Background: an optimization exercise with open tools, aiming at small area. Do not read the settings as production practice. Only simulation tests tie the RTL to the original design; equivalence was not proved.

## run 4
==> flow/design.v (excerpt) <==
module SemaforoDePrueba(clk,rst,VSYNC, HSYNC, R, G, B,SensorA,SensorB,PasoA,PasoB);
Size in the first run: ~400 cells after synthesis, ~11 I/O pins, roughly 2800 um2 of cells after synthesis.
==> flow/config.mk <==
export PLATFORM = sky130hd
export DESIGN_NAME = SemaforoDePrueba
export DESIGN_NICKNAME = SemaforoDePrueba
export VERILOG_FILES = /design/flow/design.v
export SDC_FILE = /design/flow/constraint.sdc
export NUM_CORES = 4
export LEC_CHECK = 0
export CAP_MARGIN = 20
export CORE_MARGIN = 2
export CORE_UTILIZATION = 70
export CTS_BUF_LIST = sky130_fd_sc_hd__clkbuf_8
export SLEW_MARGIN = 20
==> flow/constraint.sdc <==
create_clock -name core_clock -period 10.0 [get_ports {clk}]
set_input_delay 2.0000 -clock core_clock [delete_from_list [all_inputs] [get_ports {clk}]]
set_output_delay 2.0000 -clock core_clock [all_outputs]
set_load 0.01 [all_outputs]
standard.sh (not shown) runs the stock make flow with config.mk's settings and CLKGATE_MAP_FILE= SYNTH_SCRIPT=/design/flow/synth_recipe.tcl, a recipe that flattens the netlist after the stock synthesis.
==> flow/flow/run.sh <==
#!/bin/bash
# Standard ORFS flow, with the combinational logic of the standard synthesis
# re-mapped for area by a stronger ABC script (registers are left untouched).
# Twelve ABC seeds run, four at a time; the smallest netlist that is proven equal
# to the standard one is laid out.
set -euo pipefail
HERE=$(pwd)
R=$HERE/orfs/results/$FLOW_PLATFORM/SemaforoDePrueba/base
LIBF=$FLOW_HOME/platforms/$FLOW_PLATFORM/lib/sky130_fd_sc_hd__tt_025C_1v80.lib
bash standard.sh synth > std_synth.log 2>&1
cp $R/1_2_yosys.v std_1_2_yosys.v
for B in "1 2 3 4" "5 6 7 8" "9 10 11 12"; do
  for S in $B; do
    sed "s/-S 1/-S $S/" flow/area.abc > area_$S.abc
    ( LIBF=$LIBF INV=$HERE/std_1_2_yosys.v ABCS=$HERE/area_$S.abc OUTV=$HERE/resynth_$S.v \
        yosys -c flow/resynth.tcl > resynth_$S.log 2>&1 || true ) &
  done
  wait
done
best=""; besta=""
for S in 1 2 3 4 5 6 7 8 9 10 11 12; do
  [[ -f resynth_$S.v ]] || continue
  if LIBF=$LIBF A=$HERE/std_1_2_yosys.v B=$HERE/resynth_$S.v yosys -c flow/eq.tcl > eq_$S.log 2>&1; then
    a=$(grep "Chip area" resynth_$S.log | tail -1 | awk '{print $NF}')
    echo "seed $S: area $a, proven equal" >> pick.log
    if [[ -z "$besta" ]] || awk "BEGIN{exit !($a < $besta)}"; then best=$S; besta=$a; fi
  else
    echo "seed $S: not proven equal" >> pick.log
  fi
done
if [[ -n "$best" ]]; then
  echo "using seed $best" >> pick.log
  cp resynth_$best.v $R/1_2_yosys.v
else
  echo "using the standard netlist" >> pick.log
fi
touch $R/1_2_yosys.v
BUFFER_PORTS_ARGS="-buffer_cell sky130_fd_sc_hd__buf_1" bash standard.sh finish > std_finish.log 2>&1
Other scripts of this flow, unchanged in this note and not shown: flow/flow/area.abc, flow/flow/eq.tcl, flow/flow/resynth.tcl
Input-level comparison between run 3 and run 4:
--- a/flow/flow/run.sh
+++ b/flow/flow/run.sh
@@ -3,4 +3,5 @@
 # re-mapped for area by a stronger ABC script (registers are left untouched).
-# Twelve ABC seeds run, four at a time; the smallest netlist that is proven equal
-# to the standard one is laid out.
+# Twelve ABC seeds, each with two mapping efforts (flow/area.abc, flow/area2.abc),
+# run four at a time; the smallest netlist that is proven equal to the
+# standard one is laid out.
 set -euo pipefail
@@ -11,5 +12,9 @@
 cp $R/1_2_yosys.v std_1_2_yosys.v
-for B in "1 2 3 4" "5 6 7 8" "9 10 11 12"; do
-  for S in $B; do
-    sed "s/-S 1/-S $S/" flow/area.abc > area_$S.abc
+RUNS="1 2 3 4 5 6 7 8 9 10 11 12 1m 2m 3m 4m 5m 6m 7m 8m 9m 10m 11m 12m"
+set -- $RUNS
+while [[ $# -gt 0 ]]; do
+  for S in "$1" "${2:-}" "${3:-}" "${4:-}"; do
+    [[ -n "$S" ]] || continue
+    if [[ "$S" == *m ]]; then src=flow/area2.abc; else src=flow/area.abc; fi
+    sed "s/-S 1/-S ${S%m}/" $src > area_$S.abc
     ( LIBF=$LIBF INV=$HERE/std_1_2_yosys.v ABCS=$HERE/area_$S.abc OUTV=$HERE/resynth_$S.v \
@@ -18,5 +23,6 @@
   wait
+  shift $(( $# < 4 ? $# : 4 ))
 done
 best=""; besta=""
-for S in 1 2 3 4 5 6 7 8 9 10 11 12; do
+for S in $RUNS; do
   [[ -f resynth_$S.v ]] || continue
==> flow/flow/area2.abc (new file) <==
strash
&get -n
&deepsyn -T 40 -S 1
&put
dch -f
amap -F 4 -A 12 -C 2000
==> results.txt <==
Delta (run 3 minus run 4): slew of the pin with the lowest slew margin climbed 0.31 ns, final cell area excluding filler cells essentially unchanged. Between run 4 and run 3, fraction of standard cell area in multi-input logic decreased. The worst setup slack number comes out lower for run 3 vs run 4. Looking at run 4 and run 3, the biggest cell delay along the critical path is a wash. Against run 4, first-pass GRT wire length in run 3 rose by a few percent. Both conditions hold for run 3: the flow ran to the end and the final layout passed the timing, DRC and antenna checks.

## afterwards: timing with drivers on the ports
The flow's constraints put no driver on any port. The routed layouts listed below were extracted and timed again, unchanged, in two steps. Step 1 sets driving cells, clkbuf_16 on the clock port and buf_2 on the other inputs (assumed; they add their load-dependent delay and slew). Step 2 times the ports against the registers' clock, not the clock port: input delays grow and output delays shrink by t, the midpoint of the rising clock arrivals with the driver on. a / b / c = ideal ports / drivers / drivers and shift; a / b = the first two.
run | t (ns) | slack for setup (ns) | slew at the worst register clock pin (ns)
run 4 | 0.332 | 3.223 / 3.194 / 3.526 | 0.10 / 0.10
run 3 | 0.340 | 3.013 / 2.985 / 3.325 | 0.09 / 0.09
After both steps every run listed still meets setup and hold.
